Context: an optimization exercise on an open-source flow, tuned for a short achievable clock period and few clock cycles. The choices shown serve that exercise and are no tape-out recipe. Only simulation tests tie the RTL to the original design; equivalence was not proved. Power and IR drop assume default switching activity.

## willow
==> flow/design.v (excerpt) <==
module pipelineProcessor(
	input clk,
	input reset,
	output [31:0]  inst_addr,
	input  [31:0]  instr,
	output [31:0]  data_addr,
	output  [31:0]  data_out,
	output        mem_read,
	output          mem_write,
	input  [31:0]  data_in
	);
	reg [31:2] pc;
	reg        ifid_v;
	reg [31:0] ifid_ir;
	reg [31:2] ifid_pc4;
	reg        idex_we, idex_mr, idex_mw, idex_br;
	reg [4:0]  idex_rd;
	reg [31:0] idex_a, idex_b, idex_sd;
	reg        idex_fa_em, idex_fa_mw, idex_fb_em, idex_fb_mw, idex_fs_em, idex_fs_mw;
	reg        idex_sub, idex_and, idex_or, idex_slt;
	reg [31:2] idex_tgt;
	reg        exmem_we, exmem_mr, exmem_mw;
	reg [4:0]  exmem_rd;
	reg [31:0] exmem_res, exmem_sd;
	reg        memwb_we;
	reg [4:0]  memwb_rd;
	reg [31:0] memwb_res;
	reg [31:0] rf [1:31];
	wire [31:2] pc4 = pc + 30'd1;
	wire if_j = (instr[31:26] == 6'b000010);
	wire [31:2] if_jt = {pc4[31:28], instr[25:0]};
	wire [5:0] op = ifid_ir[31:26];
	wire [4:0] rs = ifid_ir[25:21];
	wire [4:0] rt = ifid_ir[20:16];
	wire [4:0] rdf = ifid_ir[15:11];
	wire [15:0] imm = ifid_ir[15:0];
	wire d_rtype = (op == 6'b000000);
	wire d_addi  = (op == 6'b001000) | (op == 6'b001001);
	wire d_lw    = (op == 6'b100011);
	wire d_sw    = (op == 6'b101011);
	wire d_beq   = (op == 6'b000100) & (imm != 16'd0);
	wire d_same  = (rs == rt);
	wire d_bsame = d_beq & d_same;     
	wire d_bex   = d_beq & ~d_same;    
	wire use_rs = d_rtype | d_addi | d_lw | d_sw | d_bex;
	wire use_rt = d_rtype | d_sw | d_bex;
	wire d_we   = d_rtype | d_addi | d_lw;
	wire [4:0] d_rd = d_rtype ? rdf : rt;
	wire wb_hit_s = memwb_we & (memwb_rd == rs);
	wire wb_hit_t = memwb_we & (memwb_rd == rt);
	wire [31:0] rf_s = (rs == 5'd0) ? 32'd0 : (wb_hit_s ? memwb_res : rf[rs]);
	wire [31:0] rf_t = (rt == 5'd0) ? 32'd0 : (wb_hit_t ? memwb_res : rf[rt]);
	wire [31:0] sext = {{16{imm[15]}}, imm};
	wire [31:2] d_tgt = ifid_pc4 + {{14{imm[15]}}, imm};
	wire em_s = idex_we & (idex_rd == rs);
	wire em_t = idex_we & (idex_rd == rt);
	wire mw_s = exmem_we & (exmem_rd == rs);
  ...
Size in the first run: roughly 65000 um^2 of cells after synthesis.
==> flow/config.mk <==
export PLATFORM = sky130hd
export DESIGN_NAME = pipelineProcessor
export DESIGN_NICKNAME = pipelineProcessor
export VERILOG_FILES = /design/flow/design.v
export SDC_FILE = /design/flow/constraint.sdc
export NUM_CORES = 4
export LEC_CHECK = 0
export ABC_CLOCK_PERIOD_IN_PS = 3000
export CAP_MARGIN = 20
export CORE_MARGIN = 2
export CORE_UTILIZATION = 40
export PLACE_DENSITY = 0.6
export SETUP_SLACK_MARGIN = 5
export SLEW_MARGIN = 20
export TNS_END_PERCENT = 100
==> flow/constraint.sdc <==
create_clock -name core_clock -period 9.0 [get_ports {clk}]
set_input_delay 1.8000 -clock core_clock [delete_from_list [all_inputs] [get_ports {clk}]]
set_output_delay 1.8000 -clock core_clock [all_outputs]
set_load 0.01 [all_outputs]
run.sh (not shown) runs the stock make flow with config.mk's settings and CLKGATE_MAP_FILE= SYNTH_SCRIPT=/design/flow/synth_recipe.tcl, a recipe that flattens the netlist after the stock synthesis.
willow completed end to end with timing, DRC and antenna clean.
Testbench counts of willow, summed over its fixed seeds: cycles 64,940.
For quartz, these inputs were changed with respect to willow:
- SETUP_SLACK_MARGIN removed (was 5)
- TNS_END_PERCENT removed (was 100)
- ABC_CLOCK_PERIOD_IN_PS removed (was 3000)
[summary]
The flow did not stop early for quartz: all stages ran, and the layout cleared the timing, design-rule and antenna checks. quartz vs. willow: setup slack went down by 0.91 ns. Reported for quartz and willow, area after synthesis turned out identical to the last digit. Cmp quartz and willow / core utilization / higher: willow. Compared with willow, the detailed router inserted fewer vias in quartz.

Another version of the RTL of pipelineProcessor (not shown whole).
For scale: roughly 6200 cells after synthesis, ~1500 flip-flops, about 160 I/O pins.
Design pipelineProcessor, start of the top module:
module pipelineProcessor(
	input clk,
	input reset,
	output [31:0]  inst_addr,
	input  [31:0]  instr,
	output [31:0]  data_addr,
	output  [31:0]  data_out,
	output        mem_read,
	output          mem_write,
	input  [31:0]  data_in
	);
export LEC_CHECK = 0
export ABC_CLOCK_PERIOD_IN_PS = 3000
export CAP_MARGIN = 20
export CORE_MARGIN = 2
export CORE_UTILIZATION = 40
export PLACE_DENSITY = 0.6
export SLEW_MARGIN = 20
export TNS_END_PERCENT = 100
create_clock -name core_clock -period 9.0 [get_ports {clk}]
standard.sh (not shown) runs the stock make flow with config.mk's settings and CLKGATE_MAP_FILE= SYNTH_SCRIPT=/design/flow/synth_recipe.tcl, a recipe that flattens the netlist after the stock synthesis.
==> flow/flow/run.sh <==
#!/bin/bash
# Standard layout, with the timing repair aiming further below the clock
# period and free to resize cells to any footprint.
set -o pipefail
export SETUP_SLACK_MARGIN=6.2
bash standard.sh MATCH_CELL_FOOTPRINT=0 finish > standard.log 2>&1
Testbench counts at the start, summed over its fixed seeds: cycles 63,284.
==> next run, changes <==
==> flow/flow/run.sh (replaced) <==
#!/bin/bash
# Standard layout, with the timing repair aiming further below the clock period.
set -o pipefail
export SETUP_SLACK_MARGIN=5.5
bash standard.sh > standard.log 2>&1
=> The new run completed without violations; final area came out lower by about 8%; clock power came out lower by about 1%; total power came out lower by about 6.4%; synthesized area does not change; hold slack barely changes.

## static timing again, ports no longer ideal
In the flow no input, the clock included, has a driving cell. The finished layouts below were timed again as built, in two steps. Step 1 (the two cells are an assumption about what drives the block):
set clk [get_ports {clk}]
set_driving_cell -lib_cell sky130_fd_sc_hd__clkbuf_16 $clk
set_driving_cell -lib_cell sky130_fd_sc_hd__buf_2 [delete_from_list [all_inputs] $clk]
Step 2 also shifts input and output timing later by t, the mid clock arrival at the registers, as if the neighbouring blocks saw the same clock. a / b / c = no drivers / after step 1 / after step 2; a / b = the first two.
run	t, ns	setup slack, ns	worst hold slack (ns)	worst register clock-pin slew, ns	pins driven straight from the clock port
willow	0.859	5.022 / 5.022 / 4.934	0.391 / 0.391 / 0.391	0.07 / 0.07	1
quartz	0.836	4.111 / 4.111 / 4.111	0.384 / 0.384 / 0.384	0.06 / 0.06	1
the first run of note 2	0.886	5.392 / 5.250 / 4.364	0.343 / 0.343 / 0.343	0.07 / 0.07	1
the second run of note 2	0.871	5.390 / 5.327 / 4.457	0.342 / 0.342 / 0.342	0.07 / 0.07	1
After both steps every run listed still meets setup and hold. For the first run of note 2, which loses most, drivers alone change the setup slack by -0.142 ns; drivers and shift together by -1.028 ns.
